This is an optimization exercise on Yosys and OpenROAD, whose aim is small area and a short achievable clock period, not a production implementation.
Function was checked by simulation only, so behaviour that the tests miss may differ from the original.
Power figures rest on the tool's default switching activity, not on a simulated workload.

exp/delta:
## fir_transpose_nom
module fir_transpose_nom #(
    parameter DATA_WIDTH      = 5,
    parameter TAP_COEFF_WIDTH = 5,
    parameter NUM_TAPS        = 50
)(
    input                               clk,
    input                               rst,
    input  signed [DATA_WIDTH-1:0]      in,
    output signed [DATA_WIDTH-1:0]      out,
    input  [NUM_TAPS*TAP_COEFF_WIDTH-1:0] tap_coeffs
);
==> flow/config.mk <==
export PLATFORM = sky130hd
export DESIGN_NAME = fir_transpose_nom
export DESIGN_NICKNAME = fir_transpose_nom
export VERILOG_FILES = /design/flow/design.v
export SDC_FILE = /design/flow/constraint.sdc
export NUM_CORES = 4
export LEC_CHECK = 0
export CAP_MARGIN = 20
export CORE_MARGIN = 2
export CORE_UTILIZATION = 60
export SETUP_SLACK_MARGIN = 2.5
export SLEW_MARGIN = 20
==> flow/constraint.sdc <==
create_clock -name core_clock -period 6.0 [get_ports {clk}]
set_input_delay 1.2000 -clock core_clock [delete_from_list [all_inputs] [get_ports {clk}]]
set_output_delay 1.2000 -clock core_clock [all_outputs]
set_load 0.01 [all_outputs]
standard.sh (not shown) runs the stock make flow with config.mk's settings and CLKGATE_MAP_FILE= SYNTH_SCRIPT=/design/flow/synth_recipe.tcl, a recipe that flattens the netlist after the stock synthesis.
==> flow/flow/run.sh <==
#!/bin/bash
# The standard layout (standard.sh), with two changes to synthesis only:
# adders are left to ABC instead of being mapped onto the library's full- and
# half-adder cells, and ABC maps with flow/abc.script. Registers are untouched.
set -euo pipefail
W=$(pwd)
export FLOW_SYNTH_TCL=$W/synth_recipe.tcl
bash standard.sh SYNTH_SCRIPT=$W/flow/my_synth.tcl ADDER_MAP_FILE= \
  ABC_SCRIPT_OVERRIDE=$W/flow/abc.script finish > standard_flow.log 2>&1
==> flow/flow/abc.script <==
&get -n
&st
&dch -f
&nf -R 1000
&put
topo
stime -c
buffer -c
upsize -c
dnsize -c
==> flow/flow/my_synth.tcl <==
# The standard flow's synthesis script (synth_recipe.tcl in the flow's work folder, sourced
# unchanged), with ABC's mapping script replaced by the file named in
# ABC_SCRIPT_OVERRIDE. Only the combinational mapping changes; registers are
# mapped exactly as in the standard synthesis.
proc abc {args} {
  if { [info exists ::env(ABC_SCRIPT_OVERRIDE)] && $::env(ABC_SCRIPT_OVERRIDE) ne "" } {
    set i [lsearch -exact $args -script]
    if { $i >= 0 } { lset args [expr { $i + 1 }] $::env(ABC_SCRIPT_OVERRIDE) }
  }
  yosys abc {*}$args
}
source $::env(FLOW_SYNTH_TCL)
Every stage of the flow completed for exp/delta, and the final layout passed the timing, DRC and antenna checks.
diff inputs: exp/delta => exp/onyx
Settings: CORE_UTILIZATION changed from 60 to 45; SETUP_SLACK_MARGIN changed from 2.5 to 3.5.
Results
Looking at number of cells on the critical path, exp/onyx sits 3 above exp/delta.
exp/delta has lower overall power of the completed layout than exp/onyx.
Relative to exp/delta, exp/onyx degrades half-perimeter wire length of the detailed placement result.
Switching power sits higher in exp/onyx than in exp/delta.
Changes in exp/pepper relative to exp/onyx:
Settings: CORE_UTILIZATION: 45 -> 60; SETUP_SLACK_MARGIN: 3.5 -> 2.5.
==> flow/flow/run.sh <==
#!/bin/bash
# The standard layout (standard.sh), with these changes:
# - synthesis leaves adders to ABC instead of mapping them onto the library's
#   full- and half-adder cells, and ABC maps with flow/abc.script (registers are
#   mapped exactly as in the standard synthesis);
# - every input and output port still gets its own buffer, but a plain buf_1
#   instead of the delay buffer the default picks (timing repair upsizes the
#   ones that need it).
set -euo pipefail
W=$(pwd)
export FLOW_SYNTH_TCL=$W/synth_recipe.tcl
bash standard.sh SYNTH_SCRIPT=$W/flow/my_synth.tcl ADDER_MAP_FILE= \
  ABC_SCRIPT_OVERRIDE=$W/flow/abc.script \
  "BUFFER_PORTS_ARGS=-buffer_cell sky130_fd_sc_hd__buf_1" finish > standard_flow.log 2>&1
## What came out
- [exp/pepper vs exp/onyx] clock skew after layout: lower in exp/pepper
- The utilization reported for exp/pepper is greater than that of exp/onyx by 6.4 points.
- On final worst setup slack: exp/pepper sits above exp/onyx.
- For exp/pepper, the launching instance or port of the critical path was in[2], unlike exp/onyx, where it was tap_coeffs[175].
- On number of non-clock buffers: between exp/pepper and exp/onyx, it ends up lower for exp/pepper.
- Net switching power down 740 µW in exp/pepper wrt exp/onyx
- exp/onyx → exp/pepper: worst slack on hold paths saw little to no change, proportion of cell area occupied by multi-input gates picked up an extra 4.9 points, via count decreased about 6%, combinational cell fraction of total power shrank by 3.6 points, total power divided by cell area higher.
- Note that the number of fill cells recorded for exp/onyx amounts to 1.4 times the value seen in exp/pepper.
Setup changes, exp/pepper to exp/indigo
Settings: CORE_UTILIZATION changed from 60 to 50.
==> flow/flow/run.sh <==
#!/bin/bash
# The standard layout (standard.sh), with two changes to synthesis only:
# adders are left to ABC instead of being mapped onto the library's full- and
# half-adder cells, and ABC maps with flow/abc.script. Registers are untouched.
set -euo pipefail
W=$(pwd)
export FLOW_SYNTH_TCL=$W/synth_recipe.tcl
bash standard.sh SYNTH_SCRIPT=$W/flow/my_synth.tcl ADDER_MAP_FILE= \
  ABC_SCRIPT_OVERRIDE=$W/flow/abc.script finish > standard_flow.log 2>&1
Results
- Number of instances resized during post-cts repair of exp/indigo falls short of that of exp/pepper by more than 10%.
- Compared with exp/pepper, exp/indigo is the more power-hungry design.
- Cmp exp/pepper and exp/indigo / number of design-rule violations left by the first detailed-router iteration / higher: exp/pepper
- Going from exp/pepper to exp/indigo, adder-cell share of the synthesized area closely matched the old numbers; floorplan die area increased by about 20% relative to the old numbers; proportion of total power due to net switching decreased by 0.76 points relative to the old numbers.
- Buffer and inverter count on the worst path (exp/indigo over exp/pepper): increase, 1
- Max least setup slack across all paths after layout across exp/pepper and exp/indigo: exp/pepper
- Diff exp/pepper..exp/indigo | area used by multi-input combinational logic | negligible
- Cmp exp/pepper and exp/indigo / worst setup slack before clock tree synthesis / higher: exp/indigo
For exp/harbor, these inputs were changed with respect to exp/indigo:
==> flow/flow/abc.script <==
strash
dch
map -B 0.9
topo
stime -c
buffer -c
upsize -c
dnsize -c
Notes after the runs:
| mux share of post-synthesis cell area | exp/indigo vs exp/harbor | ≈ equal |
The critical path launch point comes out in[2] in one run and in[3] in the other, namely in exp/indigo and exp/harbor respectively.
exp/harbor went all the way through the flow, and no timing, DRC or antenna check failed.
Against exp/indigo, exp/harbor comes in 7.4 points lower on parity-gate share of the synthesized area counting xor and xnor cells.
Final critical-path required period in exp/harbor is 0.050 ns below exp/indigo.
exp/harbor gives more global routing usage on met2 than exp/indigo did.
Changes in exp/fjord relative to exp/harbor:
Settings: a change of SETUP_SLACK_MARGIN from 2.5 to 3.0; a change of CORE_UTILIZATION from 50 to 45.
==> flow/flow/abc.script <==
&get -n
&st
&dch -f
&nf -R 1000
&put
topo
stime -c
buffer -c
upsize -c
dnsize -c
Results
Per the comparison of exp/fjord with exp/harbor, total die area now sits lower, synthesized area down about 12%. Per the comparison of exp/fjord with exp/harbor, core utilization moved up, routed via count moved down, last weighted congestion value of the routability-driven placer moved down.


== run A ==
Starting RTL as in the previous note.
==> flow/config.mk <==
export PLATFORM = sky130hd
export DESIGN_NAME = fir_transpose_nom
export DESIGN_NICKNAME = fir_transpose_nom
export VERILOG_FILES = /design/flow/design.v
export SDC_FILE = /design/flow/constraint.sdc
export NUM_CORES = 4
export LEC_CHECK = 0
export CAP_MARGIN = 20
export CORE_MARGIN = 2
export CORE_UTILIZATION = 60
export SETUP_SLACK_MARGIN = 2.5
export SLEW_MARGIN = 20
==> flow/constraint.sdc <==
create_clock -name core_clock -period 6.0 [get_ports {clk}]
set_input_delay 1.2000 -clock core_clock [delete_from_list [all_inputs] [get_ports {clk}]]
set_output_delay 1.2000 -clock core_clock [all_outputs]
set_load 0.01 [all_outputs]
==> flow/flow/run.sh <==
#!/bin/bash
# The standard layout (standard.sh), with two changes to synthesis only:
# adders are left to ABC instead of being mapped onto the library's full- and
# half-adder cells, and ABC maps with flow/abc.script. Registers are untouched.
set -euo pipefail
W=$(pwd)
export FLOW_SYNTH_TCL=$W/synth_recipe.tcl
bash standard.sh SYNTH_SCRIPT=$W/flow/my_synth.tcl ADDER_MAP_FILE= \
  ABC_SCRIPT_OVERRIDE=$W/flow/abc.script finish > standard_flow.log 2>&1
==> flow/flow/abc.script <==
&get -n
&st
&dch -f
&nf -R 0
&put
topo
stime -c
buffer -c
upsize -c
dnsize -c
Scripts as last shown in full above: flow/flow/my_synth.tcl
--- input diff run A..run B ---
# run A
export LEC_CHECK = 0
export CAP_MARGIN = 20
export CORE_MARGIN = 2
export CORE_UTILIZATION = 60
export SETUP_SLACK_MARGIN = 2.5
export SLEW_MARGIN = 20
create_clock -name core_clock -period 6.0 [get_ports {clk}]
# run B
export LEC_CHECK = 0
export CAP_MARGIN = 20
export CORE_MARGIN = 2
export CORE_UTILIZATION = 45
export SETUP_SLACK_MARGIN = 3.0
export SLEW_MARGIN = 20
create_clock -name core_clock -period 6.0 [get_ports {clk}]
==> flow/flow/abc.script <==
strash
dch -f
amap
topo
stime -c
buffer -c
upsize -c
dnsize -c
## What came out
Taking run A as the reference, in run B final cell count now sits higher, switching power of the nets fell by about 5%, total routed wirelength picked up an extra about 15%, post-CTS setup repair buffer count now larger.
Against run A, least setup slack across all paths after layout in run B came out worse.
Overall global routing resource usage was higher in the run labelled run A.
Taking run A as the reference, in run B clock insertion delay at the later pin of the skew report about even, logic gate share of total power fell 1.0 points.
Modified inputs, run C compared to run B
# run B
export LEC_CHECK = 0
export CAP_MARGIN = 20
export CORE_MARGIN = 2
export CORE_UTILIZATION = 45
export SETUP_SLACK_MARGIN = 3.0
export SLEW_MARGIN = 20
create_clock -name core_clock -period 6.0 [get_ports {clk}]
# run C
export LEC_CHECK = 0
export CAP_MARGIN = 20
export CORE_MARGIN = 2
export CORE_UTILIZATION = 50
export SETUP_SLACK_MARGIN = 2.0
export SLEW_MARGIN = 20
create_clock -name core_clock -period 6.0 [get_ports {clk}]
==> flow/flow/abc.script <==
&get -n
&st
&dch -f
&nf -R 1000
&put
topo
stime -c
buffer -c
upsize -c
dnsize -c
The synthesized area of run C is higher than that of run B.
Measured against run B, the count of clock-buffer cells in the layout of run C comes out at 1.13 times the reference value.
Comparing the two runs side by side, run C comes out ahead of run B on finished layout cell area.

## separate check: timing with driven ports
The results above use ideal ports. As a check the final layouts listed here were re-extracted and re-timed, cells and wires unchanged.
Step 1 assumes that a clkbuf_16 drives the clock port and a buf_2 every other input.
Step 2 adds t to the input delays and takes it off the output delays; t is the mean of the earliest and latest rising clock arrival at the registers after step 1. Input paths then give back, and output paths get back, about the clock's delay inside the block.
a / b / c = ideal ports / drivers / drivers and shift; a / b = the first two.
run	t (ns)	setup slack, ns	worst register clock-pin slew, ns	pins driven straight from the clock port
exp/delta	0.695	2.548 / 2.337 / 1.642	0.06 / 0.06	1
exp/onyx	0.764	2.484 / 2.450 / 1.686	0.07 / 0.07	1
exp/pepper	0.690	2.540 / 2.338 / 1.648	0.07 / 0.07	1
exp/indigo	0.720	2.504 / 2.289 / 1.569	0.07 / 0.07	1
exp/harbor	0.755	2.554 / 2.563 / 1.808	0.07 / 0.07	1
exp/fjord	0.759	2.689 / 2.474 / 1.715	0.07 / 0.07	1
run A	0.716	2.512 / 2.272 / 1.556	0.07 / 0.07	1
run B	0.708	2.338 / 2.171 / 1.464	0.08 / 0.08	1
run C	0.708	2.150 / 2.158 / 1.450	0.06 / 0.06	1
After both steps setup and hold are still met in every run listed. The setup slack of exp/fjord, which loses most, moves by -0.215 ns with the drivers and by -0.974 ns with both steps.
